This design comes from an exercise in tuning for small area and a short achievable clock period on the open sky130 flow, not from production work.
Where RTL was checked, it was by simulation tests only, not by an equivalence proof against the original.
For run 3, only the layout was checked, not whether the RTL still works.
Power is estimated from default activity; no workload was simulated.

`design/flow/flow/run.sh`:
```
#!/bin/bash
# Own layout flow: the standard ORFS flow, with two changes:
#  - synthesis is synth_recipe.tcl unchanged except that the final ABC mapping uses
#    flow/abc.script (delay-constrained mapping with area recovery);
#  - ports are buffered with sky130_fd_sc_hd__buf_1 instead of the default buffer.
# Each tool's output goes to its own log in this folder and in orfs/logs.
set -euo pipefail
W=$PWD
# synthesis script: ORFS synth.tcl with the abc call taking our script
python3 - "$FLOW_HOME/scripts/synth.tcl" "$W/flow_synth_mod.tcl" <<'PY'
import sys
s = open(sys.argv[1]).read()
old = "  log_cmd abc {*}$abc_args\n"
assert s.count(old) == 1
new = "  set abc_args [lreplace $abc_args 1 1 $::env(MY_ABC_SCRIPT)]\n" + old
open(sys.argv[2], "w").write(s.replace(old, new))
PY
sed "s#source \$::env(SCRIPTS_DIR)/synth.tcl#source $W/flow_synth_mod.tcl#" synth_recipe.tcl > flow_synth.tcl
grep -q "flow_synth_mod.tcl" flow_synth.tcl
export MY_ABC_SCRIPT=$W/flow/abc.script
bash standard.sh SYNTH_SCRIPT=$W/flow_synth.tcl "BUFFER_PORTS_ARGS=-buffer_cell sky130_fd_sc_hd__buf_1" finish > flow_orfs.log 2>&1
test -f out/final.def
```
`design/flow/flow/abc.script`:
```
strash
dch
map -D 5000
buffer -c
topo
stime -c
upsize -c
dnsize -c
```
`design/flow/standard.sh`:
```
#!/bin/bash
# synth_recipe.tcl (not shown) runs the flow's synth.tcl, then flattens the netlist and writes it again
# the make line also repeats each setting of config.mk as NAME=value (left out here)
make -C /OpenROAD-flow-scripts/flow DESIGN_CONFIG=/design/flow/config.mk WORK_HOME=/design/flow/orfs CLKGATE_MAP_FILE= SYNTH_SCRIPT=/design/flow/synth_recipe.tcl "${@:-finish}"
```
`design/flow/config.mk`:
```
export PLATFORM = sky130hd
export DESIGN_NAME = add1
export DESIGN_NICKNAME = add1
export VERILOG_FILES = /design/flow/design.v
export SDC_FILE = /design/flow/constraint.sdc
export NUM_CORES = 4
export LEC_CHECK = 0
export CAP_MARGIN = 20
export CORE_MARGIN = 2
export CORE_UTILIZATION = 40
export PLACE_DENSITY = 0.6
export SLEW_MARGIN = 20
```
`design/flow/constraint.sdc`:
```
create_clock -name core_clock -period 8.5 [get_ports {clk}]
set_input_delay 1.7000 -clock core_clock [delete_from_list [all_inputs] [get_ports {clk}]]
set_output_delay 1.7000 -clock core_clock [all_outputs]
set_load 0.01 [all_outputs]
```
`design/flow/design.v`:
```
module add1(
	input clk,
	input operation,
	input [15:0] x,y,
	output [15:0] z,
	input [2:0]counter
	);
wire xs = x[15], ys = y[15];
wire [4:0] xe = x[14:10], ye = y[14:10];
wire [10:0] X = {1'b1, x[9:0]};
wire [10:0] Y = {1'b1, y[9:0]};
reg z_sign;
reg [4:0] z_exp;
reg [9:0] z_m;
assign z = {z_sign, z_exp, z_m};
wire [9:0] xm = x[9:0], ym = y[9:0];
wire pp0_0 = xm[0] & ym[0];
wire pp0_1 = xm[0] & ym[1];
wire pp0_2 = xm[0] & ym[2];
wire pp0_3 = xm[0] & ym[3];
wire pp0_4 = xm[0] & ym[4];
wire pp0_5 = xm[0] & ym[5];
wire pp0_6 = xm[0] & ym[6];
wire pp0_7 = xm[0] & ym[7];
wire pp0_8 = xm[0] & ym[8];
wire pp0_9 = xm[0] & ym[9];
wire pp1_0 = xm[1] & ym[0];
wire pp1_1 = xm[1] & ym[1];
wire pp1_2 = xm[1] & ym[2];
wire pp1_3 = xm[1] & ym[3];
wire pp1_4 = xm[1] & ym[4];
wire pp1_5 = xm[1] & ym[5];
wire pp1_6 = xm[1] & ym[6];
wire pp1_7 = xm[1] & ym[7];
wire pp1_8 = xm[1] & ym[8];
wire pp1_9 = xm[1] & ym[9];
wire pp2_0 = xm[2] & ym[0];
wire pp2_1 = xm[2] & ym[1];
wire pp2_2 = xm[2] & ym[2];
wire pp2_3 = xm[2] & ym[3];
wire pp2_4 = xm[2] & ym[4];
wire pp2_5 = xm[2] & ym[5];
wire pp2_6 = xm[2] & ym[6];
wire pp2_7 = xm[2] & ym[7];
wire pp2_8 = xm[2] & ym[8];
wire pp2_9 = xm[2] & ym[9];
wire pp3_0 = xm[3] & ym[0];
wire pp3_1 = xm[3] & ym[1];
wire pp3_2 = xm[3] & ym[2];
wire pp3_3 = xm[3] & ym[3];
wire pp3_4 = xm[3] & ym[4];
wire pp3_5 = xm[3] & ym[5];
wire pp3_6 = xm[3] & ym[6];
wire pp3_7 = xm[3] & ym[7];
wire pp3_8 = xm[3] & ym[8];
wire pp3_9 = xm[3] & ym[9];
wire pp4_0 = xm[4] & ym[0];
wire pp4_1 = xm[4] & ym[1];
wire pp4_2 = xm[4] & ym[2];
wire pp4_3 = xm[4] & ym[3];
wire pp4_4 = xm[4] & ym[4];
wire pp4_5 = xm[4] & ym[5];
wire pp4_6 = xm[4] & ym[6];
wire pp4_7 = xm[4] & ym[7];
wire pp4_8 = xm[4] & ym[8];
wire pp4_9 = xm[4] & ym[9];
wire pp5_0 = xm[5] & ym[0];
wire pp5_1 = xm[5] & ym[1];
wire pp5_2 = xm[5] & ym[2];
wire pp5_3 = xm[5] & ym[3];
wire pp5_4 = xm[5] & ym[4];
wire pp5_5 = xm[5] & ym[5];
wire pp5_6 = xm[5] & ym[6];
wire pp5_7 = xm[5] & ym[7];
wire pp5_8 = xm[5] & ym[8];
wire pp5_9 = xm[5] & ym[9];
wire pp6_0 = xm[6] & ym[0];
wire pp6_1 = xm[6] & ym[1];
wire pp6_2 = xm[6] & ym[2];
wire pp6_3 = xm[6] & ym[3];
wire pp6_4 = xm[6] & ym[4];
wire pp6_5 = xm[6] & ym[5];
wire pp6_6 = xm[6] & ym[6];
wire pp6_7 = xm[6] & ym[7];
wire pp6_8 = xm[6] & ym[8];
wire pp6_9 = xm[6] & ym[9];
wire pp7_0 = xm[7] & ym[0];
wire pp7_1 = xm[7] & ym[1];
wire pp7_2 = xm[7] & ym[2];
wire pp7_3 = xm[7] & ym[3];
wire pp7_4 = xm[7] & ym[4];
wire pp7_5 = xm[7] & ym[5];
wire pp7_6 = xm[7] & ym[6];
wire pp7_7 = xm[7] & ym[7];
wire pp7_8 = xm[7] & ym[8];
wire pp7_9 = xm[7] & ym[9];
wire pp8_0 = xm[8] & ym[0];
wire pp8_1 = xm[8] & ym[1];
wire pp8_2 = xm[8] & ym[2];
wire pp8_3 = xm[8] & ym[3];
wire pp8_4 = xm[8] & ym[4];
wire pp8_5 = xm[8] & ym[5];
wire pp8_6 = xm[8] & ym[6];
wire pp8_7 = xm[8] & ym[7];
wire pp8_8 = xm[8] & ym[8];
wire pp8_9 = xm[8] & ym[9];
wire pp9_0 = xm[9] & ym[0];
wire pp9_1 = xm[9] & ym[1];
wire pp9_2 = xm[9] & ym[2];
wire pp9_3 = xm[9] & ym[3];
wire pp9_4 = xm[9] & ym[4];
wire pp9_5 = xm[9] & ym[5];
wire pp9_6 = xm[9] & ym[6];
wire pp9_7 = xm[9] & ym[7];
wire pp9_8 = xm[9] & ym[8];
wire pp9_9 = xm[9] & ym[9];
wire t1, t2; assign t1 = pp0_9 ^ pp1_8; assign t2 = pp0_9 & pp1_8;
wire t3, t4; assign t3 = pp1_9 ^ pp2_8 ^ pp3_7; assign t4 = (pp1_9 & pp2_8) | (pp1_9 & pp3_7) | (pp2_8 & pp3_7);
wire t5, t6; assign t5 = pp4_6 ^ pp5_5; assign t6 = pp4_6 & pp5_5;
wire t7, t8; assign t7 = pp2_9 ^ pp3_8 ^ pp4_7; assign t8 = (pp2_9 & pp3_8) | (pp2_9 & pp4_7) | (pp3_8 & pp4_7);
wire t9, t10; assign t9 = pp5_6 ^ pp6_5; assign t10 = pp5_6 & pp6_5;
wire t11, t12; assign t11 = pp3_9 ^ pp4_8 ^ pp5_7; assign t12 = (pp3_9 & pp4_8) | (pp3_9 & pp5_7) | (pp4_8 & pp5_7);
wire t13, t14; assign t13 = pp0_6 ^ pp1_5; assign t14 = pp0_6 & pp1_5;
wire t15, t16; assign t15 = pp0_7 ^ pp1_6 ^ pp2_5; assign t16 = (pp0_7 & pp1_6) | (pp0_7 & pp2_5) | (pp1_6 & pp2_5);
wire t17, t18; assign t17 = pp3_4 ^ pp4_3; assign t18 = pp3_4 & pp4_3;
wire t19, t20; assign t19 = pp0_8 ^ pp1_7 ^ pp2_6; assign t20 = (pp0_8 & pp1_7) | (pp0_8 & pp2_6) | (pp1_7 & pp2_6);
wire t21, t22; assign t21 = pp3_5 ^ pp4_4 ^ pp5_3; assign t22 = (pp3_5 & pp4_4) | (pp3_5 & pp5_3) | (pp4_4 & pp5_3);
wire t23, t24; assign t23 = pp6_2 ^ pp7_1; assign t24 = pp6_2 & pp7_1;
wire t25, t26; assign t25 = pp2_7 ^ pp3_6 ^ pp4_5; assign t26 = (pp2_7 & pp3_6) | (pp2_7 & pp4_5) | (pp3_6 & pp4_5);
wire t27, t28; assign t27 = pp5_4 ^ pp6_3 ^ pp7_2; assign t28 = (pp5_4 & pp6_3) | (pp5_4 & pp7_2) | (pp6_3 & pp7_2);
wire t29, t30; assign t29 = pp8_1 ^ pp9_0 ^ t1; assign t30 = (pp8_1 & pp9_0) | (pp8_1 & t1) | (pp9_0 & t1);
wire t31, t32; assign t31 = pp6_4 ^ pp7_3 ^ pp8_2; assign t32 = (pp6_4 & pp7_3) | (pp6_4 & pp8_2) | (pp7_3 & pp8_2);
wire t33, t34; assign t33 = pp9_1 ^ xm[0] ^ ym[0]; assign t34 = (pp9_1 & xm[0]) | (pp9_1 & ym[0]) | (xm[0] & ym[0]);
wire t35, t36; assign t35 = t2 ^ t3 ^ t5; assign t36 = (t2 & t3) | (t2 & t5) | (t3 & t5);
wire t37, t38; assign t37 = pp7_4 ^ pp8_3 ^ pp9_2; assign t38 = (pp7_4 & pp8_3) | (pp7_4 & pp9_2) | (pp8_3 & pp9_2);
wire t39, t40; assign t39 = xm[1] ^ ym[1] ^ t4; assign t40 = (xm[1] & ym[1]) | (xm[1] & t4) | (ym[1] & t4);
wire t41, t42; assign t41 = t6 ^ t7 ^ t9; assign t42 = (t6 & t7) | (t6 & t9) | (t7 & t9);
wire t43, t44; assign t43 = pp6_6 ^ pp7_5 ^ pp8_4; assign t44 = (pp6_6 & pp7_5) | (pp6_6 & pp8_4) | (pp7_5 & pp8_4);
wire t45, t46; assign t45 = pp9_3 ^ xm[2] ^ ym[2]; assign t46 = (pp9_3 & xm[2]) | (pp9_3 & ym[2]) | (xm[2] & ym[2]);
wire t47, t48; assign t47 = t8 ^ t10 ^ t11; assign t48 = (t8 & t10) | (t8 & t11) | (t10 & t11);
wire t49, t50; assign t49 = pp4_9 ^ pp5_8 ^ pp6_7; assign t50 = (pp4_9 & pp5_8) | (pp4_9 & pp6_7) | (pp5_8 & pp6_7);
wire t51, t52; assign t51 = pp7_6 ^ pp8_5 ^ pp9_4; assign t52 = (pp7_6 & pp8_5) | (pp7_6 & pp9_4) | (pp8_5 & pp9_4);
wire t53, t54; assign t53 = xm[3] ^ ym[3] ^ t12; assign t54 = (xm[3] & ym[3]) | (xm[3] & t12) | (ym[3] & t12);
wire t55, t56; assign t55 = pp5_9 ^ pp6_8 ^ pp7_7; assign t56 = (pp5_9 & pp6_8) | (pp5_9 & pp7_7) | (pp6_8 & pp7_7);
wire t57, t58; assign t57 = pp8_6 ^ pp9_5 ^ xm[4]; assign t58 = (pp8_6 & pp9_5) | (pp8_6 & xm[4]) | (pp9_5 & xm[4]);
wire t59, t60; assign t59 = pp6_9 ^ pp7_8 ^ pp8_7; assign t60 = (pp6_9 & pp7_8) | (pp6_9 & pp8_7) | (pp7_8 & pp8_7);
wire t61, t62; assign t61 = pp0_4 ^ pp1_3; assign t62 = pp0_4 & pp1_3;
wire t63, t64; assign t63 = pp0_5 ^ pp1_4 ^ pp2_3; assign t64 = (pp0_5 & pp1_4) | (pp0_5 & pp2_3) | (pp1_4 & pp2_3);
wire t65, t66; assign t65 = pp3_2 ^ pp4_1; assign t66 = pp3_2 & pp4_1;
wire t67, t68; assign t67 = pp2_4 ^ pp3_3 ^ pp4_2; assign t68 = (pp2_4 & pp3_3) | (pp2_4 & pp4_2) | (pp3_3 & pp4_2);
wire t69, t70; assign t69 = pp5_1 ^ pp6_0 ^ t13; assign t70 = (pp5_1 & pp6_0) | (pp5_1 & t13) | (pp6_0 & t13);
wire t71, t72; assign t71 = pp5_2 ^ pp6_1 ^ pp7_0; assign t72 = (pp5_2 & pp6_1) | (pp5_2 & pp7_0) | (pp6_1 & pp7_0);
wire t73, t74; assign t73 = t14 ^ t15 ^ t17; assign t74 = (t14 & t15) | (t14 & t17) | (t15 & t17);
wire t75, t76; assign t75 = pp8_0 ^ t16 ^ t18; assign t76 = (pp8_0 & t16) | (pp8_0 & t18) | (t16 & t18);
wire t77, t78; assign t77 = t19 ^ t21 ^ t23; assign t78 = (t19 & t21) | (t19 & t23) | (t21 & t23);
wire t79, t80; assign t79 = t20 ^ t22 ^ t24; assign t80 = (t20 & t22) | (t20 & t24) | (t22 & t24);
wire t81, t82; assign t81 = t25 ^ t27 ^ t29; assign t82 = (t25 & t27) | (t25 & t29) | (t27 & t29);
wire t83, t84; assign t83 = t26 ^ t28 ^ t30; assign t84 = (t26 & t28) | (t26 & t30) | (t28 & t30);
wire t85, t86; assign t85 = t31 ^ t33 ^ t35; assign t86 = (t31 & t33) | (t31 & t35) | (t33 & t35);
wire t87, t88; assign t87 = t32 ^ t34 ^ t36; assign t88 = (t32 & t34) | (t32 & t36) | (t34 & t36);
wire t89, t90; assign t89 = t37 ^ t39 ^ t41; assign t90 = (t37 & t39) | (t37 & t41) | (t39 & t41);
wire t91, t92; assign t91 = t38 ^ t40 ^ t42; assign t92 = (t38 & t40) | (t38 & t42) | (t40 & t42);
wire t93, t94; assign t93 = t43 ^ t45 ^ t47; assign t94 = (t43 & t45) | (t43 & t47) | (t45 & t47);
wire t95, t96; assign t95 = t44 ^ t46 ^ t48; assign t96 = (t44 & t46) | (t44 & t48) | (t46 & t48);
wire t97, t98; assign t97 = t49 ^ t51 ^ t53; assign t98 = (t49 & t51) | (t49 & t53) | (t51 & t53);
wire t99, t100; assign t99 = ym[4] ^ t50 ^ t52; assign t100 = (ym[4] & t50) | (ym[4] & t52) | (t50 & t52);
wire t101, t102; assign t101 = t54 ^ t55 ^ t57; assign t102 = (t54 & t55) | (t54 & t57) | (t55 & t57);
wire t103, t104; assign t103 = pp9_6 ^ xm[5] ^ ym[5]; assign t104 = (pp9_6 & xm[5]) | (pp9_6 & ym[5]) | (xm[5] & ym[5]);
wire t105, t106; assign t105 = t56 ^ t58 ^ t59; assign t106 = (t56 & t58) | (t56 & t59) | (t58 & t59);
wire t107, t108; assign t107 = pp7_9 ^ pp8_8 ^ pp9_7; assign t108 = (pp7_9 & pp8_8) | (pp7_9 & pp9_7) | (pp8_8 & pp9_7);
wire t109, t110; assign t109 = xm[6] ^ ym[6] ^ t60; assign t110 = (xm[6] & ym[6]) | (xm[6] & t60) | (ym[6] & t60);
wire t111, t112; assign t111 = pp8_9 ^ pp9_8 ^ xm[7]; assign t112 = (pp8_9 & pp9_8) | (pp8_9 & xm[7]) | (pp9_8 & xm[7]);
wire t113, t114; assign t113 = pp0_3 ^ pp1_2; assign t114 = pp0_3 & pp1_2;
wire t115, t116; assign t115 = pp2_2 ^ pp3_1 ^ pp4_0; assign t116 = (pp2_2 & pp3_1) | (pp2_2 & pp4_0) | (pp3_1 & pp4_0);
wire t117, t118; assign t117 = pp5_0 ^ t62 ^ t63; assign t118 = (pp5_0 & t62) | (pp5_0 & t63) | (t62 & t63);
wire t119, t120; assign t119 = t64 ^ t66 ^ t67; assign t120 = (t64 & t66) | (t64 & t67) | (t66 & t67);
wire t121, t122; assign t121 = t68 ^ t70 ^ t71; assign t122 = (t68 & t70) | (t68 & t71) | (t70 & t71);
wire t123, t124; assign t123 = t72 ^ t74 ^ t75; assign t124 = (t72 & t74) | (t72 & t75) | (t74 & t75);
wire t125, t126; assign t125 = t76 ^ t78 ^ t79; assign t126 = (t76 & t78) | (t76 & t79) | (t78 & t79);
wire t127, t128; assign t127 = t80 ^ t82 ^ t83; assign t128 = (t80 & t82) | (t80 & t83) | (t82 & t83);
wire t129, t130; assign t129 = t84 ^ t86 ^ t87; assign t130 = (t84 & t86) | (t84 & t87) | (t86 & t87);
wire t131, t132; assign t131 = t88 ^ t90 ^ t91; assign t132 = (t88 & t90) | (t88 & t91) | (t90 & t91);
wire t133, t134; assign t133 = t92 ^ t94 ^ t95; assign t134 = (t92 & t94) | (t92 & t95) | (t94 & t95);
wire t135, t136; assign t135 = t96 ^ t98 ^ t99; assign t136 = (t96 & t98) | (t96 & t99) | (t98 & t99);
wire t137, t138; assign t137 = t100 ^ t102 ^ t103; assign t138 = (t100 & t102) | (t100 & t103) | (t102 & t103);
wire t139, t140; assign t139 = t104 ^ t106 ^ t107; assign t140 = (t104 & t106) | (t104 & t107) | (t106 & t107);
wire t141, t142; assign t141 = ym[7] ^ t108 ^ t110; assign t142 = (ym[7] & t108) | (ym[7] & t110) | (t108 & t110);
wire t143, t144; assign t143 = pp9_9 ^ xm[8] ^ ym[8]; assign t144 = (pp9_9 & xm[8]) | (pp9_9 & ym[8]) | (xm[8] & ym[8]);
wire t145, t146; assign t145 = pp0_2 ^ pp1_1; assign t146 = pp0_2 & pp1_1;
wire t147, t148; assign t147 = pp2_1 ^ pp3_0 ^ t113; assign t148 = (pp2_1 & pp3_0) | (pp2_1 & t113) | (pp3_0 & t113);
wire t149, t150; assign t149 = t61 ^ t114 ^ t115; assign t150 = (t61 & t114) | (t61 & t115) | (t114 & t115);
wire t151, t152; assign t151 = t65 ^ t116 ^ t117; assign t152 = (t65 & t116) | (t65 & t117) | (t116 & t117);
wire t153, t154; assign t153 = t69 ^ t118 ^ t119; assign t154 = (t69 & t118) | (t69 & t119) | (t118 & t119);
wire t155, t156; assign t155 = t73 ^ t120 ^ t121; assign t156 = (t73 & t120) | (t73 & t121) | (t120 & t121);
wire t157, t158; assign t157 = t77 ^ t122 ^ t123; assign t158 = (t77 & t122) | (t77 & t123) | (t122 & t123);
wire t159, t160; assign t159 = t81 ^ t124 ^ t125; assign t160 = (t81 & t124) | (t81 & t125) | (t124 & t125);
wire t161, t162; assign t161 = t85 ^ t126 ^ t127; assign t162 = (t85 & t126) | (t85 & t127) | (t126 & t127);
wire t163, t164; assign t163 = t89 ^ t128 ^ t129; assign t164 = (t89 & t128) | (t89 & t129) | (t128 & t129);
wire t165, t166; assign t165 = t93 ^ t130 ^ t131; assign t166 = (t93 & t130) | (t93 & t131) | (t130 & t131);
wire t167, t168; assign t167 = t97 ^ t132 ^ t133; assign t168 = (t97 & t132) | (t97 & t133) | (t132 & t133);
wire t169, t170; assign t169 = t101 ^ t134 ^ t135; assign t170 = (t101 & t134) | (t101 & t135) | (t134 & t135);
wire t171, t172; assign t171 = t105 ^ t136 ^ t137; assign t172 = (t105 & t136) | (t105 & t137) | (t136 & t137);
wire t173, t174; assign t173 = t109 ^ t138 ^ t139; assign t174 = (t109 & t138) | (t109 & t139) | (t138 & t139);
wire t175, t176; assign t175 = t111 ^ t140 ^ t141; assign t176 = (t111 & t140) | (t111 & t141) | (t140 & t141);
wire t177, t178; assign t177 = t112 ^ t142 ^ t143; assign t178 = (t112 & t142) | (t112 & t143) | (t142 & t143);
wire t179, t180; assign t179 = xm[9] ^ ym[9] ^ t144; assign t180 = (xm[9] & ym[9]) | (xm[9] & t144) | (ym[9] & t144);
wire [21:0] mr0 = {1'b0, 1'b1, t178, t176, t174, t172, t170, t168, t166, t164, t162, t160, t158, t156, t154, t152, t150, t148, t146, pp2_0, pp0_1, pp0_0};
wire [21:0] mr1 = {1'b0, t180, t179, t177, t175, t173, t171, t169, t167, t165, t163, t161, t159, t157, t155, t153, t151, t149, t147, t145, pp1_0, 1'b0};
wire [21:0] P = mr0 + mr1;
wire mh = P[21];
wire [9:0] m_man = mh ? P[20:11] : P[19:10];
wire [4:0] m_e0 = xe + ye + 5'd17;
wire [4:0] m_e1 = xe + ye + 5'd18;
wire [4:0] m_exp = mh ? m_e1 : m_e0;
wire m_zero = (x == 16'h0000) | (y == 16'h0000);
wire [5:0] dxy = {1'b0, xe} - {1'b0, ye};
wire [5:0] dyx = {1'b0, ye} - {1'b0, xe};
wire gt = dyx[5];                  
wire lt = dxy[5] ;                  
wire [4:0] sh = lt ? dyx[4:0] : dxy[4:0];
wire [10:0] B = lt ? Y : X;
wire [10:0] Sm = lt ? X : Y;
wire [10:0] S = Sm >> sh;
wire [4:0] ea = lt ? ye : xe;
wire sa = gt ? xs : (lt ? ys : 1'b0);
wire negB = lt ? ys : xs;
wire diff = xs ^ ys;
wire inv = diff;                
wire cin = diff & negB;         
wire oinv = diff & ~negB;       
wire [11:0] Sx = {1'b0, S} ^ {12{inv}};
wire [11:0] sum = {1'b0, B} + Sx + {11'd0, cin};
wire [11:0] H0 = sum ^ {12{oinv}};
wire Szero = (S == 11'd0);
wire [11:0] H = {H0[11] & ~(oinv & Szero), H0[10:0]};
reg [9:0] a_man;
reg [4:0] a_exp;
reg a_keep;
always @* begin
	a_keep = 1'b0;
	a_man = H[9:0];
	a_exp = ea;
	if (H[11]) begin
		a_man = H[10:1] + {9'd0, H[0]};
		a_exp = ea + 5'd1;
	end else if (H[10]) begin
		a_man = H[9:0];
	end else if (H[9]) begin
		a_man = {H[8:0], 1'b0};
		a_exp = ea - 5'd1;
	end else if (H[8]) begin
		a_man = H[9:0];
		a_exp = ea - 5'd2;
	end else begin
		a_keep = 1'b1;
	end
	if (H == 12'd0 && !sa) begin
		a_exp = 5'd0;
		a_man = 10'd0;
		a_keep = 1'b0;
	end
end
wire a_zero = (x == 16'h0000) & (y == 16'h0000);
always @(posedge clk) begin
	if (counter == 3'd0) begin
		if (operation) begin
			z_sign <= m_zero ? 1'b0 : xs ^ ys;
			z_exp <= m_zero ? 5'd0 : m_exp;
			z_m <= m_zero ? 10'd0 : m_man;
		end else begin
			z_sign <= a_zero ? 1'b0 : sa;
			z_exp <= a_zero ? 5'd0 : a_exp;
			if (a_zero) z_m <= 10'd0;
			else if (!a_keep) z_m <= a_man;
		end
	end
end
endmodule
```
==> flow_summary.toml, run 1 <==
[synthesis]
yosysWarnings = 1
synth_edf_count = 16
synth-async-reset-ratio_pct = 0
synth_seq_cells = 16
synthesis.area_sq_um = 6720
synth_fp_nets = 1117
synth_top_area_share_pct = 25.0
synth_common_cells = "inv_1 (182), nand2_1 (135), nor2_1 (119)"
synth_largest_area_cell = "fa_1"
synth_top_flop_cell = "edfxtp_1"
synth_cell_types = 52
seq_area_frac_synth_pct = 7.15
yosysMostFrequentCell = "inv_1"
yosys-top-cells-area = "fa_1 (25%), ha_1 (12%), inv_1 (10%)"
synth_cells = 931
avgSynthCellArea_sq_um = 7.22

[critical_path]
crit_path_end = "z_m[8]$_DFFE_PP_"
crit_slowest_cell = "ha_2"
cp-end-kind = "flip-flop"
cpPeakStageDelay_ps = 420
arrival_ps = 7730
path_depth = 36
cp_max_fo = 38
path_buf_inv = 7
start_kind = "primary input"
cpMostUsedCell = "a21oi_1"
cp_data_required_time_ps = 8440
critPathTopFamily = "simple AND/OR/NAND/NOR gates"
path_class = "in2reg"
critPathLaunch = "y[13]"

[placement]
pre_cts_slack_ps = 222
placed_cell_area_sq_um = 7170
port_buffers = 52
dp_hpwl_um = 14700
place.gp.congestion = 0.879

[routing]
dr.pass1.iters = 5
vias = 6034
drt_iter0_markers = 451
routed_wl_um = 17600
drtAntennaViolNets = 0
drc = 0
viasPerCell = 5.03
wl_per_cell_um = 14.7

[power_and_ir_drop]
p_per_area_nw_per_um2 = 264
p_sw_share_pct = 57.6
p_switching_mw = 1.11
combPwrFrac_pct = 88.7
ir_drop_uv = 117
leakage_nw = 3.59
p_int_mw = 0.812
p_total_mw = 1.92
share_seq_of_total_power_pct = 6.8
pwr-share-clk_pct = 4.6

[finish]
drive_above_1_share_pct = 7.04
fin_area_sq_um = 7280
area_growth_pct = 8.33
fillCellCount = 1734
nets = 1167
diodes = 0

[floorplanning]
core_sq_um = 16500
ios = 53
die_h_um = 134
num_rows = 47
dieWidth_um = 134
dieArea_sq_um = 17800
start_util_pct = 40.7

[timing]
slew_headroom_pct = 39.0
fin_crit_ps = 7790
fmaxAchievable_ghz = 0.128
setup-tns-final_ps = 0
timing.final.crit_share_pct = 91.7
drv_slew = 0
setup_slack_ps = 708
final_hold_viol_count = 0
setup_violations = 0
worst-slew-pin-transition_ps = 908

[cts]
htree_levels = 1
root_buffer = "clkbuf_16"
holdBufCountCts = 0
clk_pin_slew_ps = 50
cts_buffer_depth = 2
cts_tree = "yes"
cts.sinks = 16
cts.repair_timing.setup_buffer_count = 0
post_cts_resize_count = 0
numCtsBuffers = 3

[global_route]
grt_max_degree = 39
grt_pass1_vias = 5833
grt-ovfl-total = 0
track_usage_pct = 20.2
antenna_found_initial = 0
grt_pass1_wl_um = 29500

[hold_path]
hp-start = "counter[0]"
hold_path.class = "in2reg"

[job]
max_cap_violations = 0

[outcome]
status = "complete, no violations"
==> how the worst min path moves through the flow <==
stage | endpoint | slack (ps) | depth (start not counted)
6_report | z_exp[2]$_DFFE_PP_ | 1860 | 2
2_1_floorplan | z_sign$_DFFE_PP_ | 1920 | 1
4_1_cts | z_exp[0]$_DFFE_PP_ | 1870 | 2
5_1_grt | z_sign$_DFFE_PP_ | 1880 | 2
3_3_place_gp | z_exp[0]$_DFFE_PP_ | 2120 | 2
3_5_place_dp | z_exp[0]$_DFFE_PP_ | 2110 | 2
==> per-stage QoR <==
step | utilization (%) | hold slack [ps] | cells
floorplan | - | 1920 | 931
global placement | 43.4 | 2120 | 1195
detailed placement | 43.4 | 2110 | 1195
CTS | 43.9 | 1870 | 1199
global route | 44.0 | 1880 | 1200
finish | 44.0 | 1860 | 1200
==> placed cells by master (no fill, tap or decap), types with 4 or more instances in the layout <==
cell type,instances
o211ai_1,13
nand2_1,135
inv_1,182
buf_4,14
nand3_1,17
nor2_1,119
o21ai_0,61
nor4_1,10
xnor2_1,10
fa_1,84
edfxtp_1,16
nor2_2,4
nand4_1,9
a21oi_1,44
ha_1,64
inv_2,15
clkinv_1,8
or2_2,4
xor2_1,34
o21ai_1,12
nor3_1,6
buf_1,52
o22ai_1,8
a21oi_2,5
==> power groups by stage <==
stage | clock network, mW | registers, mW | logic (mW)
after global placement | 0 | 0.131 | 1.68
after detailed placement | 0 | 0.131 | 1.68
after floorplan | 0 | 0.140 | 1.29
after global routing | 0.0941 | 0.131 | 1.95
after CTS | 0.0887 | 0.130 | 1.70
final | 0.0876 | 0.130 | 1.70
==> state kept, by name, summed over array words and instances, names as in the netlist <==
name    flops
z_m        10
z_sign      1
z_exp       5
==> per-layer routing <==
metal	track usage (%)	up-vias	routed length, um	part of all wire [%]
met5	0	-	0	0
met2	32.6	168	7880	45
li1	-	3030	-	-
met4	3.37	0	277	1.6
met1	29.7	2817	8550	49
met3	2.25	19	908	5.2
==> area by class of cell <==
| type | count | area [sq um] | area share (%) |
|---|---|---|---|
| sequential | 16 | 480 | 6.60 |
| multi-input combinational | 688 | 5350 | 73.5 |
| clock inverter | 1 | 3.75 | 0.0516 |
| timing repair buffer | 67 | 320 | 4.40 |
| tap | 220 | 275 | 3.78 |
| inverter | 205 | 774 | 10.6 |
| clock buffer | 3 | 75.1 | 1.03 |
==> cell families (layout without fill, tap and decap cells) <==
family / count (synthesis) / after routing / synth area share, %
buf+inv: 228 / 276 / 13.7
mux: 3 / 3 / 0.447
compound gates: 168 / 168 / 14.7
xor+xnor: 48 / 48 / 6.71
simple gates: 319 / 320 / 20.2
flops: 16 / 16 / 7.15
fa+ha+maj: 149 / 149 / 37.1
==> run 2: changes to the inputs <==
==> design/flow/run.sh (new file) <==
#!/bin/bash
# synth_recipe.tcl (not shown) runs the flow's synth.tcl, then flattens the netlist and writes it again
# the make line also repeats each setting of config.mk as NAME=value (left out here)
make -C /OpenROAD-flow-scripts/flow DESIGN_CONFIG=/design/flow/config.mk WORK_HOME=/design/flow/orfs CLKGATE_MAP_FILE= SYNTH_SCRIPT=/design/flow/synth_recipe.tcl finish
removed: design/flow/flow/run.sh
removed: design/flow/flow/abc.script
removed: design/flow/standard.sh
==> flow_summary.toml, run 2 <==
[cts]
cts_tree = "yes"
clk_pin_slew_ps = 40
cts.repair_timing.setup_buffer_count = 0
htree_levels = 1
root_buffer = "clkbuf_16"
numCtsBuffers = 3
holdBufCountCts = 0
cts_buffer_depth = 2
cts.sinks = 16

[placement]
place.gp.congestion = 0.888
placed_cell_area_sq_um = 8460
pre_cts_slack_ps = 190
dp.cells = 1235
dp_hpwl_um = 17300
port_buffers = 52

[synthesis]
synthesis.area_sq_um = 7480
synth_seq_cells = 16
synth-async-reset-ratio_pct = 0
post_synth_and_or_nand_nor_area_fraction_pct = 19.6
synth_cell_types = 74
synth_top_family_by_area = "adder cells"
yosys-top-cells-area = "fa_1 (22%), ha_1 (11%), inv_1 (7.9%)"
synth_top_area_share_pct = 22.5
synth_cells = 946
synth_common_cells = "inv_1 (157), nand2_1 (90), fa_1 (84)"
synth_largest_area_cell = "fa_1"
synthAdderAreaFrac_pct = 33.3
synth-xor-area-share_pct = 6.05
synth_edf_count = 16
avgSynthCellArea_sq_um = 7.91
synth_fp_nets = 1132
synth_mux_area_share_pct = 7.31
yosysMostFrequentCell = "inv_1"
synth_top_flop_cell = "edfxtp_1"
yosysWarnings = 1
seq_area_frac_synth_pct = 6.42
synth_compound_area_share_pct = 16.6

[finish]
final_cells = 1239
final_util_pct = 46.1
final_cell_mix = "inv_1 (157), nand2_1 (90), fa_1 (84)"
mostFrequentLayoutCell = "inv_1"
diodes = 0
fin_area_sq_um = 8540
largest_register_ffs = 10
reg.largest.list = "z_m: 10 flops, z_exp: 5 flops, z_sign: 1 flops"
area_growth_pct = 14.2
drive_above_1_share_pct = 8.26
nets = 1192
regMostFlops = "z_m"

[timing]
slew_headroom_pct = 29.1
fin_crit_ps = 7990
setup_slack_ps = 508
final_hold_viol_count = 0
grt_setup_unrepaired = "false"
setup-tns-final_ps = 0
drv_slew = 0
setup_violations = 0
fmaxAchievable_ghz = 0.125
timing.final.crit_share_pct = 94.0
whs_ps = 2240
worst-slew-pin-transition_ps = 1060

[global_route]
met3_usage_pct = 2.82
grt.met1_usage_pct = 32.3
grt-ovfl-total = 0
track_usage_pct = 21.4
grt_max_degree = 30
top_usage_layer = "met2"
grt_pass1_wl_um = 34300
grtUsageMet2_pct = 32.9
antenna_found_initial = 0
grt_pass1_vias = 6477

[power_and_ir_drop]
p_total_mw = 2.20
leakage_nw = 4.04
p_per_area_nw_per_um2 = 257
ir_drop_uv = 116

[hold_path]
whs_path_depth = 2
hold_path.class = "in2reg"

[floorplanning]
num_rows = 50
start_util_pct = 40.4
ios = 53
die_h_um = 141
core_sq_um = 18500
dieArea_sq_um = 19800
dieWidth_um = 141

[routing]
drt_iter0_markers = 588
drc = 0
dr.pass1.iters = 5
routed_wl_um = 20900
drtAntennaViolNets = 0
vias = 6630
wl_per_cell_um = 16.9
viasPerCell = 5.35

[critical_path]
path_class = "in2reg"
cp_max_fo = 10
cp-end-kind = "flip-flop"
arrival_ps = 7890
cp_data_required_time_ps = 8390
start_kind = "primary input"

[outcome]
status = "complete, no violations"

[job]
max_cap_violations = 0
==> run 2: cell count changes in the layout (fill, tap and decap cells not counted), sizes merged, moves of 9 or more <==
cell,change
a21o,+10
and2,+52
buf,-17
clkdlybuf4s50,+52
inv,-41
mux2,+13
mux2i,+28
nand2,-48
nand2b,+9
nor2,-59
nor3,+9
o21ai,-37
xnor2,+22
xor2,-20
==> run 2: cell type report <==
type                       instances  area [sq um]
fill                            1891          9970
multi-input combinational        726          6210
timing repair buffer             102           896
inverter                         157           589
sequential                        16           480
tap                              234           293
clock buffer                       3          75.1
clock inverter                     1          3.75
==> run 2: final timing paths <==
kind	slack, ps	from	end
max	510	y[14]	z_m[8]$_DFFE_PP_
min	2240	counter[2]	z_exp[3]$_DFFE_PP_
==> run 2: worst max-delay path, stage by stage <==
cell,delay (ps)
clkdlybuf4s50_1,530
inv_1,60
ha_1,470
o211a_1,240
a21boi_4,300
nor2_8,70
mux2_2,300
mux2_2,290
or3_1,300
o21ai_0,70
nor2b_1,180
xnor2_1,90
ha_1,370
a21o_1,190
fa_1,410
a21oi_1,190
o21ai_1,110
a221o_1,330
a21oi_1,220
o21ai_0,190
xnor2_2,200
xnor2_2,370
nand3_4,120
o21bai_4,190
o21a_1,380
==> run 2: kinds of logic (layout without fill, tap and decap cells) <==
| logic type | Yosys count | count (layout) |
|---|---|---|
| flip-flops | 16 | 16 |
| AND/OR/NAND/NOR | 294 | 294 |
| buffers and inverters | 204 | 263 |
| AO/OA/AOI/OAI | 185 | 185 |
| adder cells (fa/ha/maj) | 149 | 149 |
| multiplexers | 48 | 48 |
| XOR/XNOR | 50 | 50 |
==> run 2: what timing repair did <==
action / in CTS / in global routing
setup endpoints to repair: 0 / 1
hold endpoints to repair: 0 / 0
gates resized for setup: 0 / 1
==> run 2: report_power, final <==
part | switching [mW] | internal (mW) | total, mW
combinational | 1.12 | 0.856 | 1.98
sequential | 0.00311 | 0.127 | 0.130
clock | 0.0266 | 0.0622 | 0.0887
total | 1.15 | 1.05 | 2.20
==> run 2: layer usage <==
layer,vias to the layer above,routed length [um]
met1,3150,10400
met4,0,354
met5,-,0
li1,3255,-
met2,199,8950
met3,26,1230
==> run 3: changes to the inputs <==
--- a/design/flow/design.v
+++ b/design/flow/design.v
@@ -15,4 +15,277 @@
 assign z = {z_sign, z_exp, z_m};
 wire [9:0] xm = x[9:0], ym = y[9:0];
+wire [21:0] mr0, mr1;
+add1_mtree u_mt (.xm(xm), .ym(ym), .mr0(mr0), .mr1(mr1));
+wire mc_g0 = mr0[0] & mr1[0];
+wire mc_p0 = mr0[0] ^ mr1[0];
+wire mc_g1 = mr0[1] & mr1[1];
+wire mc_p1 = mr0[1] ^ mr1[1];
+wire mc_g2 = mr0[2] & mr1[2];
+wire mc_p2 = mr0[2] ^ mr1[2];
+wire mc_g3 = mr0[3] & mr1[3];
+wire mc_p3 = mr0[3] ^ mr1[3];
+wire mc_g4 = mr0[4] & mr1[4];
+wire mc_p4 = mr0[4] ^ mr1[4];
+wire mc_g5 = mr0[5] & mr1[5];
+wire mc_p5 = mr0[5] ^ mr1[5];
+wire mc_g6 = mr0[6] & mr1[6];
+wire mc_p6 = mr0[6] ^ mr1[6];
+wire mc_g7 = mr0[7] & mr1[7];
+wire mc_p7 = mr0[7] ^ mr1[7];
+wire mc_g8 = mr0[8] & mr1[8];
+wire mc_p8 = mr0[8] ^ mr1[8];
+wire mc_g9 = mr0[9] & mr1[9];
+wire mc_p9 = mr0[9] ^ mr1[9];
+wire mc_g10 = mr0[10] & mr1[10];
+wire mc_p10 = mr0[10] ^ mr1[10];
+wire mc_g11 = mr0[11] & mr1[11];
+wire mc_p11 = mr0[11] ^ mr1[11];
+wire mc_g12 = mr0[12] & mr1[12];
+wire mc_p12 = mr0[12] ^ mr1[12];
+wire mc_g13 = mr0[13] & mr1[13];
+wire mc_p13 = mr0[13] ^ mr1[13];
+wire mc_g14 = mr0[14] & mr1[14];
+wire mc_p14 = mr0[14] ^ mr1[14];
+wire mc_g15 = mr0[15] & mr1[15];
+wire mc_p15 = mr0[15] ^ mr1[15];
+wire mc_g16 = mr0[16] & mr1[16];
+wire mc_p16 = mr0[16] ^ mr1[16];
+wire mc_g17 = mr0[17] & mr1[17];
+wire mc_p17 = mr0[17] ^ mr1[17];
+wire mc_g18 = mr0[18] & mr1[18];
+wire mc_p18 = mr0[18] ^ mr1[18];
+wire mc_g19 = mr0[19] & mr1[19];
+wire mc_p19 = mr0[19] ^ mr1[19];
+wire mc_g20 = mr0[20] & mr1[20];
+wire mc_p20 = mr0[20] ^ mr1[20];
+wire mc_g21 = mr0[21] & mr1[21];
+wire mc_p21 = mr0[21] ^ mr1[21];
+wire mc_G0_1 = mc_g1 | (mc_p1 & mc_g0);
+wire mc_P0_1 = mc_p1 & mc_p0;
+wire mc_G0_3 = mc_g3 | (mc_p3 & mc_g2);
+wire mc_P0_3 = mc_p3 & mc_p2;
+wire mc_G0_5 = mc_g5 | (mc_p5 & mc_g4);
+wire mc_P0_5 = mc_p5 & mc_p4;
+wire mc_G0_7 = mc_g7 | (mc_p7 & mc_g6);
+wire mc_P0_7 = mc_p7 & mc_p6;
+wire mc_G0_9 = mc_g9 | (mc_p9 & mc_g8);
+wire mc_P0_9 = mc_p9 & mc_p8;
+wire mc_G0_11 = mc_g11 | (mc_p11 & mc_g10);
+wire mc_P0_11 = mc_p11 & mc_p10;
+wire mc_G0_13 = mc_g13 | (mc_p13 & mc_g12);
+wire mc_P0_13 = mc_p13 & mc_p12;
+wire mc_G0_15 = mc_g15 | (mc_p15 & mc_g14);
+wire mc_P0_15 = mc_p15 & mc_p14;
+wire mc_G0_17 = mc_g17 | (mc_p17 & mc_g16);
+wire mc_P0_17 = mc_p17 & mc_p16;
+wire mc_G0_19 = mc_g19 | (mc_p19 & mc_g18);
+wire mc_P0_19 = mc_p19 & mc_p18;
+wire mc_G0_21 = mc_g21 | (mc_p21 & mc_g20);
+wire mc_P0_21 = mc_p21 & mc_p20;
+wire mc_G1_2 = mc_g2 | (mc_p2 & mc_G0_1);
+wire mc_P1_2 = mc_p2 & mc_P0_1;
+wire mc_G1_3 = mc_G0_3 | (mc_P0_3 & mc_G0_1);
+wire mc_P1_3 = mc_P0_3 & mc_P0_1;
+wire mc_G1_6 = mc_g6 | (mc_p6 & mc_G0_5);
+wire mc_P1_6 = mc_p6 & mc_P0_5;
+wire mc_G1_7 = mc_G0_7 | (mc_P0_7 & mc_G0_5);
+wire mc_P1_7 = mc_P0_7 & mc_P0_5;
+wire mc_G1_10 = mc_g10 | (mc_p10 & mc_G0_9);
+wire mc_P1_10 = mc_p10 & mc_P0_9;
+wire mc_G1_11 = mc_G0_11 | (mc_P0_11 & mc_G0_9);
+wire mc_P1_11 = mc_P0_11 & mc_P0_9;
+wire mc_G1_14 = mc_g14 | (mc_p14 & mc_G0_13);
+wire mc_P1_14 = mc_p14 & mc_P0_13;
+wire mc_G1_15 = mc_G0_15 | (mc_P0_15 & mc_G0_13);
+wire mc_P1_15 = mc_P0_15 & mc_P0_13;
+wire mc_G1_18 = mc_g18 | (mc_p18 & mc_G0_17);
+wire mc_P1_18 = mc_p18 & mc_P0_17;
+wire mc_G1_19 = mc_G0_19 | (mc_P0_19 & mc_G0_17);
+wire mc_P1_19 = mc_P0_19 & mc_P0_17;
+wire mc_G2_4 = mc_g4 | (mc_p4 & mc_G1_3);
+wire mc_P2_4 = mc_p4 & mc_P1_3;
+wire mc_G2_5 = mc_G0_5 | (mc_P0_5 & mc_G1_3);
+wire mc_P2_5 = mc_P0_5 & mc_P1_3;
+wire mc_G2_6 = mc_G1_6 | (mc_P1_6 & mc_G1_3);
+wire mc_P2_6 = mc_P1_6 & mc_P1_3;
+wire mc_G2_7 = mc_G1_7 | (mc_P1_7 & mc_G1_3);
+wire mc_P2_7 = mc_P1_7 & mc_P1_3;
+wire mc_G2_12 = mc_g12 | (mc_p12 & mc_G1_11);
+wire mc_P2_12 = mc_p12 & mc_P1_11;
+wire mc_G2_13 = mc_G0_13 | (mc_P0_13 & mc_G1_11);
+wire mc_P2_13 = mc_P0_13 & mc_P1_11;
+wire mc_G2_14 = mc_G1_14 | (mc_P1_14 & mc_G1_11);
+wire mc_P2_14 = mc_P1_14 & mc_P1_11;
+wire mc_G2_15 = mc_G1_15 | (mc_P1_15 & mc_G1_11);
+wire mc_P2_15 = mc_P1_15 & mc_P1_11;
+wire mc_G2_20 = mc_g20 | (mc_p20 & mc_G1_19);
+wire mc_P2_20 = mc_p20 & mc_P1_19;
+wire mc_G2_21 = mc_G0_21 | (mc_P0_21 & mc_G1_19);
+wire mc_P2_21 = mc_P0_21 & mc_P1_19;
+wire mc_G3_8 = mc_g8 | (mc_p8 & mc_G2_7);
+wire mc_P3_8 = mc_p8 & mc_P2_7;
+wire mc_G3_9 = mc_G0_9 | (mc_P0_9 & mc_G2_7);
+wire mc_P3_9 = mc_P0_9 & mc_P2_7;
+wire mc_G3_10 = mc_G1_10 | (mc_P1_10 & mc_G2_7);
+wire mc_P3_10 = mc_P1_10 & mc_P2_7;
+wire mc_G3_11 = mc_G1_11 | (mc_P1_11 & mc_G2_7);
+wire mc_P3_11 = mc_P1_11 & mc_P2_7;
+wire mc_G3_12 = mc_G2_12 | (mc_P2_12 & mc_G2_7);
+wire mc_P3_12 = mc_P2_12 & mc_P2_7;
+wire mc_G3_13 = mc_G2_13 | (mc_P2_13 & mc_G2_7);
+wire mc_P3_13 = mc_P2_13 & mc_P2_7;
+wire mc_G3_14 = mc_G2_14 | (mc_P2_14 & mc_G2_7);
+wire mc_P3_14 = mc_P2_14 & mc_P2_7;
+wire mc_G3_15 = mc_G2_15 | (mc_P2_15 & mc_G2_7);
+wire mc_P3_15 = mc_P2_15 & mc_P2_7;
+wire mc_G4_16 = mc_g16 | (mc_p16 & mc_G3_15);
+wire mc_P4_16 = mc_p16 & mc_P3_15;
+wire mc_G4_17 = mc_G0_17 | (mc_P0_17 & mc_G3_15);
+wire mc_P4_17 = mc_P0_17 & mc_P3_15;
+wire mc_G4_18 = mc_G1_18 | (mc_P1_18 & mc_G3_15);
+wire mc_P4_18 = mc_P1_18 & mc_P3_15;
+wire mc_G4_19 = mc_G1_19 | (mc_P1_19 & mc_G3_15);
+wire mc_P4_19 = mc_P1_19 & mc_P3_15;
+wire mc_G4_20 = mc_G2_20 | (mc_P2_20 & mc_G3_15);
+wire mc_P4_20 = mc_P2_20 & mc_P3_15;
+wire mc_G4_21 = mc_G2_21 | (mc_P2_21 & mc_G3_15);
+wire mc_P4_21 = mc_P2_21 & mc_P3_15;
+wire [21:0] P = {(mc_p21 ^ mc_G4_20), (mc_p20 ^ mc_G4_19), (mc_p19 ^ mc_G4_18), (mc_p18 ^ mc_G4_17), (mc_p17 ^ mc_G4_16), (mc_p16 ^ mc_G3_15), (mc_p15 ^ mc_G3_14), (mc_p14 ^ mc_G3_13), (mc_p13 ^ mc_G3_12), (mc_p12 ^ mc_G3_11), (mc_p11 ^ mc_G3_10), (mc_p10 ^ mc_G3_9), (mc_p9 ^ mc_G3_8), (mc_p8 ^ mc_G2_7), (mc_p7 ^ mc_G2_6), (mc_p6 ^ mc_G2_5), (mc_p5 ^ mc_G2_4), (mc_p4 ^ mc_G1_3), (mc_p3 ^ mc_G1_2), (mc_p2 ^ mc_G0_1), (mc_p1 ^ mc_g0), (mc_p0 ^ 1'b0)};
+wire mh = P[21];
+wire [9:0] m_man = mh ? P[20:11] : P[19:10];
+wire [4:0] m_e0 = xe + ye + 5'd17;
+wire [4:0] m_e1 = xe + ye + 5'd18;
+wire [4:0] m_exp = mh ? m_e1 : m_e0;
+wire m_zero = (x == 16'h0000) | (y == 16'h0000);
+wire [5:0] dxy = {1'b0, xe} - {1'b0, ye};
+wire [5:0] dyx = {1'b0, ye} - {1'b0, xe};
+wire gt = dyx[5];                  
+wire lt = dxy[5] ;                  
+wire [4:0] sh = lt ? dyx[4:0] : dxy[4:0];
+wire [10:0] B = lt ? Y : X;
+wire [10:0] Sm = lt ? X : Y;
+wire [10:0] S = Sm >> sh;
+wire [4:0] ea = lt ? ye : xe;
+wire sa = gt ? xs : (lt ? ys : 1'b0);
+wire negB = lt ? ys : xs;
+wire diff = xs ^ ys;
+wire inv = diff;                
+wire cin = diff & negB;         
+wire oinv = diff & ~negB;       
+wire [11:0] Sx = {1'b0, S} ^ {12{inv}};
+wire [11:0] Ba = {1'b0, B};
+wire ac_g0 = Ba[0] & Sx[0];
+wire ac_p0 = Ba[0] ^ Sx[0];
+wire ac_g1 = Ba[1] & Sx[1];
+wire ac_p1 = Ba[1] ^ Sx[1];
+wire ac_g2 = Ba[2] & Sx[2];
+wire ac_p2 = Ba[2] ^ Sx[2];
+wire ac_g3 = Ba[3] & Sx[3];
+wire ac_p3 = Ba[3] ^ Sx[3];
+wire ac_g4 = Ba[4] & Sx[4];
+wire ac_p4 = Ba[4] ^ Sx[4];
+wire ac_g5 = Ba[5] & Sx[5];
+wire ac_p5 = Ba[5] ^ Sx[5];
+wire ac_g6 = Ba[6] & Sx[6];
+wire ac_p6 = Ba[6] ^ Sx[6];
+wire ac_g7 = Ba[7] & Sx[7];
+wire ac_p7 = Ba[7] ^ Sx[7];
+wire ac_g8 = Ba[8] & Sx[8];
+wire ac_p8 = Ba[8] ^ Sx[8];
+wire ac_g9 = Ba[9] & Sx[9];
+wire ac_p9 = Ba[9] ^ Sx[9];
+wire ac_g10 = Ba[10] & Sx[10];
+wire ac_p10 = Ba[10] ^ Sx[10];
+wire ac_g11 = Ba[11] & Sx[11];
+wire ac_p11 = Ba[11] ^ Sx[11];
+wire ac_G0c = ac_g0 | (ac_p0 & cin);
+wire ac_G0_1 = ac_g1 | (ac_p1 & ac_G0c);
+wire ac_P0_1 = ac_p1 & ac_p0;
+wire ac_G0_3 = ac_g3 | (ac_p3 & ac_g2);
+wire ac_P0_3 = ac_p3 & ac_p2;
+wire ac_G0_5 = ac_g5 | (ac_p5 & ac_g4);
+wire ac_P0_5 = ac_p5 & ac_p4;
+wire ac_G0_7 = ac_g7 | (ac_p7 & ac_g6);
+wire ac_P0_7 = ac_p7 & ac_p6;
+wire ac_G0_9 = ac_g9 | (ac_p9 & ac_g8);
+wire ac_P0_9 = ac_p9 & ac_p8;
+wire ac_G0_11 = ac_g11 | (ac_p11 & ac_g10);
+wire ac_P0_11 = ac_p11 & ac_p10;
+wire ac_G1_2 = ac_g2 | (ac_p2 & ac_G0_1);
+wire ac_P1_2 = ac_p2 & ac_P0_1;
+wire ac_G1_3 = ac_G0_3 | (ac_P0_3 & ac_G0_1);
+wire ac_P1_3 = ac_P0_3 & ac_P0_1;
+wire ac_G1_6 = ac_g6 | (ac_p6 & ac_G0_5);
+wire ac_P1_6 = ac_p6 & ac_P0_5;
+wire ac_G1_7 = ac_G0_7 | (ac_P0_7 & ac_G0_5);
+wire ac_P1_7 = ac_P0_7 & ac_P0_5;
+wire ac_G1_10 = ac_g10 | (ac_p10 & ac_G0_9);
+wire ac_P1_10 = ac_p10 & ac_P0_9;
+wire ac_G1_11 = ac_G0_11 | (ac_P0_11 & ac_G0_9);
+wire ac_P1_11 = ac_P0_11 & ac_P0_9;
+wire ac_G2_4 = ac_g4 | (ac_p4 & ac_G1_3);
+wire ac_P2_4 = ac_p4 & ac_P1_3;
+wire ac_G2_5 = ac_G0_5 | (ac_P0_5 & ac_G1_3);
+wire ac_P2_5 = ac_P0_5 & ac_P1_3;
+wire ac_G2_6 = ac_G1_6 | (ac_P1_6 & ac_G1_3);
+wire ac_P2_6 = ac_P1_6 & ac_P1_3;
+wire ac_G2_7 = ac_G1_7 | (ac_P1_7 & ac_G1_3);
+wire ac_P2_7 = ac_P1_7 & ac_P1_3;
+wire ac_G3_8 = ac_g8 | (ac_p8 & ac_G2_7);
+wire ac_P3_8 = ac_p8 & ac_P2_7;
+wire ac_G3_9 = ac_G0_9 | (ac_P0_9 & ac_G2_7);
+wire ac_P3_9 = ac_P0_9 & ac_P2_7;
+wire ac_G3_10 = ac_G1_10 | (ac_P1_10 & ac_G2_7);
+wire ac_P3_10 = ac_P1_10 & ac_P2_7;
+wire ac_G3_11 = ac_G1_11 | (ac_P1_11 & ac_G2_7);
+wire ac_P3_11 = ac_P1_11 & ac_P2_7;
+wire [11:0] sum = {(ac_p11 ^ ac_G3_10), (ac_p10 ^ ac_G3_9), (ac_p9 ^ ac_G3_8), (ac_p8 ^ ac_G2_7), (ac_p7 ^ ac_G2_6), (ac_p6 ^ ac_G2_5), (ac_p5 ^ ac_G2_4), (ac_p4 ^ ac_G1_3), (ac_p3 ^ ac_G1_2), (ac_p2 ^ ac_G0_1), (ac_p1 ^ ac_G0c), (ac_p0 ^ cin)};
+wire [11:0] H0 = sum ^ {12{oinv}};
+wire Szero = (S == 11'd0);
+wire [11:0] H = {H0[11] & ~(oinv & Szero), H0[10:0]};
+reg [9:0] a_man;
+reg [4:0] a_exp;
+reg a_keep;
+always @* begin
+	a_keep = 1'b0;
+	a_man = H[9:0];
+	a_exp = ea;
+	if (H[11]) begin
+		a_man = H[10:1] + {9'd0, H[0]};
+		a_exp = ea + 5'd1;
+	end else if (H[10]) begin
+		a_man = H[9:0];
+	end else if (H[9]) begin
+		a_man = {H[8:0], 1'b0};
+		a_exp = ea - 5'd1;
+	end else if (H[8]) begin
+		a_man = H[9:0];
+		a_exp = ea - 5'd2;
+	end else begin
+		a_keep = 1'b1;
+	end
+	if (H == 12'd0 && !sa) begin
+		a_exp = 5'd0;
+		a_man = 10'd0;
+		a_keep = 1'b0;
+	end
+end
+wire a_zero = (x == 16'h0000) & (y == 16'h0000);
+always @(posedge clk) begin
+	if (counter == 3'd0) begin
+		if (operation) begin
+			z_sign <= m_zero ? 1'b0 : xs ^ ys;
+			z_exp <= m_zero ? 5'd0 : m_exp;
+			z_m <= m_zero ? 10'd0 : m_man;
+		end else begin
+			z_sign <= a_zero ? 1'b0 : sa;
+			z_exp <= a_zero ? 5'd0 : a_exp;
+			if (a_zero) z_m <= 10'd0;
+			else if (!a_keep) z_m <= a_man;
+		end
+	end
+end
+endmodule
+module add1_mtree(input [9:0] xm, input [9:0] ym, output [21:0] mr0, output [21:0] mr1);
 wire pp0_0 = xm[0] & ym[0];
 wire pp0_1 = xm[0] & ym[1];
@@ -205,74 +478,5 @@
 wire t177, t178; assign t177 = t112 ^ t142 ^ t143; assign t178 = (t112 & t142) | (t112 & t143) | (t142 & t143);
 wire t179, t180; assign t179 = xm[9] ^ ym[9] ^ t144; assign t180 = (xm[9] & ym[9]) | (xm[9] & t144) | (ym[9] & t144);
-wire [21:0] mr0 = {1'b0, 1'b1, t178, t176, t174, t172, t170, t168, t166, t164, t162, t160, t158, t156, t154, t152, t150, t148, t146, pp2_0, pp0_1, pp0_0};
-wire [21:0] mr1 = {1'b0, t180, t179, t177, t175, t173, t171, t169, t167, t165, t163, t161, t159, t157, t155, t153, t151, t149, t147, t145, pp1_0, 1'b0};
-wire [21:0] P = mr0 + mr1;
-wire mh = P[21];
-wire [9:0] m_man = mh ? P[20:11] : P[19:10];
-wire [4:0] m_e0 = xe + ye + 5'd17;
-wire [4:0] m_e1 = xe + ye + 5'd18;
-wire [4:0] m_exp = mh ? m_e1 : m_e0;
-wire m_zero = (x == 16'h0000) | (y == 16'h0000);
-wire [5:0] dxy = {1'b0, xe} - {1'b0, ye};
-wire [5:0] dyx = {1'b0, ye} - {1'b0, xe};
-wire gt = dyx[5];                  
-wire lt = dxy[5] ;                  
-wire [4:0] sh = lt ? dyx[4:0] : dxy[4:0];
-wire [10:0] B = lt ? Y : X;
-wire [10:0] Sm = lt ? X : Y;
-wire [10:0] S = Sm >> sh;
-wire [4:0] ea = lt ? ye : xe;
-wire sa = gt ? xs : (lt ? ys : 1'b0);
-wire negB = lt ? ys : xs;
-wire diff = xs ^ ys;
-wire inv = diff;                
-wire cin = diff & negB;         
-wire oinv = diff & ~negB;       
-wire [11:0] Sx = {1'b0, S} ^ {12{inv}};
-wire [11:0] sum = {1'b0, B} + Sx + {11'd0, cin};
-wire [11:0] H0 = sum ^ {12{oinv}};
-wire Szero = (S == 11'd0);
-wire [11:0] H = {H0[11] & ~(oinv & Szero), H0[10:0]};
-reg [9:0] a_man;
-reg [4:0] a_exp;
-reg a_keep;
-always @* begin
-	a_keep = 1'b0;
-	a_man = H[9:0];
-	a_exp = ea;
-	if (H[11]) begin
-		a_man = H[10:1] + {9'd0, H[0]};
-		a_exp = ea + 5'd1;
-	end else if (H[10]) begin
-		a_man = H[9:0];
-	end else if (H[9]) begin
-		a_man = {H[8:0], 1'b0};
-		a_exp = ea - 5'd1;
-	end else if (H[8]) begin
-		a_man = H[9:0];
-		a_exp = ea - 5'd2;
-	end else begin
-		a_keep = 1'b1;
-	end
-	if (H == 12'd0 && !sa) begin
-		a_exp = 5'd0;
-		a_man = 10'd0;
-		a_keep = 1'b0;
-	end
-end
-wire a_zero = (x == 16'h0000) & (y == 16'h0000);
-always @(posedge clk) begin
-	if (counter == 3'd0) begin
-		if (operation) begin
-			z_sign <= m_zero ? 1'b0 : xs ^ ys;
-			z_exp <= m_zero ? 5'd0 : m_exp;
-			z_m <= m_zero ? 10'd0 : m_man;
-		end else begin
-			z_sign <= a_zero ? 1'b0 : sa;
-			z_exp <= a_zero ? 5'd0 : a_exp;
-			if (a_zero) z_m <= 10'd0;
-			else if (!a_keep) z_m <= a_man;
-		end
-	end
-end
+assign mr0 = {1'b0, 1'b1, t178, t176, t174, t172, t170, t168, t166, t164, t162, t160, t158, t156, t154, t152, t150, t148, t146, pp2_0, pp0_1, pp0_0};
+assign mr1 = {1'b0, t180, t179, t177, t175, t173, t171, t169, t167, t165, t163, t161, t159, t157, t155, t153, t151, t149, t147, t145, pp1_0, 1'b0};
 endmodule
==> design/flow/flow/run.sh (new file) <==
#!/bin/bash
# Own layout flow: the standard ORFS flow (standard.sh) with these changes:
#  - synthesis is synth_recipe.tcl with ORFS synth.tcl patched (flow/patch_synth.py) so that
#    full/half adder cells are extracted only in the multiplier's reduction tree module
#    (add1_mtree), the design is flattened before flip-flop mapping, and the final ABC
#    mapping uses flow/abc.script (delay-constrained mapping with area recovery);
#  - ports are buffered with sky130_fd_sc_hd__buf_1.
# Registers and their names are those of the standard synthesis.
# Each tool's output goes to a log in this folder (and ORFS's own logs under orfs/logs).
set -euo pipefail
W=$PWD
python3 flow/patch_synth.py "$FLOW_HOME/scripts/synth.tcl" "$W/flow_synth_mod.tcl" > patch.log 2>&1
sed "s#source \$::env(SCRIPTS_DIR)/synth.tcl#source $W/flow_synth_mod.tcl#" synth_recipe.tcl > flow_synth.tcl
grep -q "flow_synth_mod.tcl" flow_synth.tcl
export MY_ABC_SCRIPT=$W/flow/abc.script
export MY_FA_MODULE=add1_mtree
bash standard.sh SYNTH_SCRIPT=$W/flow_synth.tcl synth > flow_synth.log 2>&1
bash standard.sh SYNTH_SCRIPT=$W/flow_synth.tcl "BUFFER_PORTS_ARGS=-buffer_cell sky130_fd_sc_hd__buf_1" finish > flow_layout.log 2>&1
test -f out/final.def
==> design/flow/flow/abc.script (new file) <==
strash
dch
map -D 4000
buffer -c
topo
stime -c
upsize -c
dnsize -c
==> design/flow/flow/patch_synth.py (new file) <==
import sys
s = open(sys.argv[1]).read()
def rep(old, new):
    global s
    assert s.count(old) == 1, old
    s = s.replace(old, new)
# keep hierarchy through the fine step so adder extraction can be limited to one module
rep("  synth -flatten -run :fine {*}$synth_full_args\n", "  synth -run :fine {*}$synth_full_args\n")
# extract full/half adders only in the multiplier's reduction tree module
rep("  extract_fa {*}[dont_use_extract_fa_args]\n", "  extract_fa {*}[dont_use_extract_fa_args] $::env(MY_FA_MODULE)\n")
# then flatten before flip-flop mapping and the final ABC mapping
rep("# Technology mapping of latches\n", "flatten\nopt_clean -purge\n# Technology mapping of latches\n")
rep("  log_cmd abc {*}$abc_args\n", "  set abc_args [lreplace $abc_args 1 1 $::env(MY_ABC_SCRIPT)]\n  log_cmd abc {*}$abc_args\n")
open(sys.argv[2], 'w').write(s)
==> design/flow/standard.sh (new file) <==
#!/bin/bash
# synth_recipe.tcl (not shown) runs the flow's synth.tcl, then flattens the netlist and writes it again
# the make line also repeats each setting of config.mk as NAME=value (left out here)
make -C /OpenROAD-flow-scripts/flow DESIGN_CONFIG=/design/flow/config.mk WORK_HOME=/design/flow/orfs CLKGATE_MAP_FILE= SYNTH_SCRIPT=/design/flow/synth_recipe.tcl "${@:-finish}"
removed: design/flow/run.sh
==> flow_summary.toml, run 3 <==
[synthesis]
synth_seq_cells = 16
avgSynthCellArea_sq_um = 6.92
synth_common_cells = "inv_1 (151), nand2_1 (148), nor2_1 (147)"
synth_edf_count = 16
yosysWarnings = 1
seq_area_frac_synth_pct = 7.94
synth_cells = 875
synth-async-reset-ratio_pct = 0
synth_top_flop_cell = "edfxtp_1"
synth_fp_nets = 1006
yosys-top-cells-area = "fa_1 (26%), inv_1 (9.4%), nand2_1 (9.2%)"
synth_cell_types = 57
synthesis.area_sq_um = 6050
synth_largest_area_cell = "fa_1"
yosysMostFrequentCell = "inv_1"
synth_top_area_share_pct = 26.5

[finish]
diodes = 0
drive_above_1_share_pct = 7.49
regMostFlops = "z_m"
reg.largest.list = "z_m: 10 flops, z_exp: 5 flops, z_sign: 1 flops"
nets = 1068
mostFrequentLayoutCell = "inv_1"
area_growth_pct = 9.39
final_cell_mix = "inv_1 (151), nand2_1 (148), nor2_1 (147)"
largest_register_ffs = 10

[timing]
setup-tns-final_ps = 0
final_hold_viol_count = 0
timing.final.crit_share_pct = 91.6
grt_setup_unrepaired = "false"
fin_crit_ps = 7790
drv_slew = 0
setup_violations = 0
slew_headroom_pct = 42.1
worst-slew-pin-transition_ps = 862
fmaxAchievable_ghz = 0.128

[power_and_ir_drop]
p_sw_share_pct = 56.0
ir_drop_uv = 106
combPwrFrac_pct = 86.7
leakage_nw = 3.08
p_total_mw = 1.60
p_switching_mw = 0.898
pwr-share-clk_pct = 5.5
p_per_area_nw_per_um2 = 242
share_seq_of_total_power_pct = 7.9
p_int_mw = 0.705

[global_route]
grt_pass1_vias = 5479
grt_max_degree = 35
grt.met1_usage_pct = 31.6
met3_usage_pct = 1.59
track_usage_pct = 21.9
grtUsageMet2_pct = 35.9
grt-ovfl-total = 0
grt_pass1_wl_um = 28200
antenna_found_initial = 0
top_usage_layer = "met2"

[floorplanning]
dieArea_sq_um = 16100
ios = 53
die_h_um = 127
num_rows = 44
core_sq_um = 14600
dieWidth_um = 127
start_util_pct = 41.3

[routing]
viasPerCell = 5.12
drtAntennaViolNets = 0
vias = 5727
drt_iter0_markers = 527
dr.pass1.iters = 5
routed_wl_um = 17200
wl_per_cell_um = 15.4
drc = 0

[critical_path]
cp_data_required_time_ps = 8490
arrival_ps = 7770
cp-end-kind = "flip-flop"
cp_max_fo = 9
crit_path_end = "z_exp[4]$_DFFE_PP_"
critPathLaunch = "x[2]"
cpPeakStageDelay_ps = 410
start_kind = "primary input"
path_class = "in2reg"
crit_slowest_cell = "fa_1"

[cts]
clk_pin_slew_ps = 40
htree_levels = 1
cts_tree = "yes"
cts_buffer_depth = 2
holdBufCountCts = 0
cts.repair_timing.setup_buffer_count = 0
cts.sinks = 16
numCtsBuffers = 3
root_buffer = "clkbuf_16"

[job]
max_cap_violations = 0

[placement]
dp_hpwl_um = 14700
place.gp.congestion = 0.941
port_buffers = 52

[outcome]
status = "complete, no violations"

[hold_path]
hold_path.class = "in2reg"
-- run 3: cell types whose count changed after synthesis, moves of 18 or more --
cell,change
and2_1,-47
clkbuf_1,-23
ha_1,-51
mux2i_1,-28
nand2_1,+58
nor2_1,+81
o21ai_0,+28
o21ai_1,+20
xnor2_1,-18
xor2_1,+21
-- run 3: kinds of logic after synthesis --
group	Yosys count	synth area share, %
compound gates	170	16.6
mux	3	0.496
simple gates	353	24.9
flops	16	7.94
xor+xnor	54	8.56
buf+inv	185	12.1
fa+ha+maj	94	29.4
-- run 3: stage by stage --
stage	area (sq um)	hold WS, ps	setup WS, ps	util (%)	instances
after floorplan	6050	1920	1260	-	875
after global routing	6620	1890	17.6	45.2	1119
after global placement	6540	2110	502	44.7	1116
after detailed placement	6540	2110	361	44.7	1116
final	6620	1850	713	45.2	1119
after CTS	6620	1860	634	45.2	1119
-- run 3: timing repair --
| action | in CTS | in global routing |
|---|---|---|
| hold endpoints to repair | 0 | 0 |
| resized for setup | 0 | 1 |
| setup endpoints to repair | 0 | 1 |
-- run 3: power groups by stage --
stage | registers [mW] | logic (mW) | clock network (mW)
6_report | 0.126 | 1.39 | 0.0874
3_5_place_dp | 0.128 | 1.39 | 0
4_1_cts | 0.127 | 1.39 | 0.0886
2_1_floorplan | 0.136 | 1.08 | 0
3_3_place_gp | 0.128 | 1.38 | 0
5_1_grt | 0.127 | 1.58 | 0.0926
-- run 3: layer usage --
| layer | vias up | wire [um] |
|---|---|---|
| li1 | 2884 | - |
| met1 | 2625 | 8050 |
| met2 | 197 | 7860 |
| met3 | 21 | 956 |
| met4 | 0 | 347 |
| met5 | - | 0 |
-- run 3: cell type report --
| type | count | area, sq um |
|---|---|---|
| inverter | 168 | 634 |
| timing repair buffer | 74 | 360 |
| tap | 184 | 230 |
| fill | 1574 | 8020 |
| clock buffer | 3 | 75.1 |
| multi-input combinational | 674 | 4840 |
| sequential | 16 | 480 |
-- run 3: how the worst min path moves through the flow --
stage | start | to | slack [ps] | cells past startpoint
global route | counter[2] | z_exp[4]$_DFFE_PP_ | 1890 | 2
global placement | counter[2] | z_exp[4]$_DFFE_PP_ | 2110 | 2
finish | counter[2] | z_exp[4]$_DFFE_PP_ | 1850 | 2
floorplan | operation | z_m[0]$_DFFE_PP_ | 1920 | 1
detailed placement | counter[0] | z_exp[4]$_DFFE_PP_ | 2110 | 2
CTS | counter[2] | z_exp[4]$_DFFE_PP_ | 1860 | 2
-- run 3: worst max-delay path: cells and delay by family --
family | cells | cell delay (ps)
AO/OA/AOI/OAI | 15 | 2330
adder cells (fa/ha/maj) | 3 | 1190
buffers and inverters | 7 | 1130
AND/OR/NAND/NOR | 12 | 1420

what the ideal ports hide:
The flow's constraints put no driver on any port. The routed layouts listed below were extracted and timed again, unchanged, in two steps. Step 1 assumes that a clkbuf_16 drives the clock port and a buf_2 every other input. Step 2 moves the port delays by t, midway between the first and last clock arrival at a register: inputs arrive t later, outputs are due t later. That takes back most of the time a late clock gives input paths. Three values: no drivers, after step 1, after step 2; two values: the first two.
run	t, ns	slack for setup (ns)	clock arrival spread, ns	slew at the worst register clock pin (ns)	cell pins on the clock port's net
run 1	0.264	0.708 / 0.709 / 0.445	0.004 / 0.004	0.05 / 0.05	1
run 2	0.268	0.508 / 0.503 / 0.236	0.003 / 0.003	0.05 / 0.05	1
run 3	0.274	0.713 / 0.719 / 0.445	0.003 / 0.003	0.04 / 0.04	1
After both steps setup and hold are still met in every run listed. For run 2, which loses most, drivers alone change the setup slack by -0.005 ns; drivers and shift together by -0.272 ns.
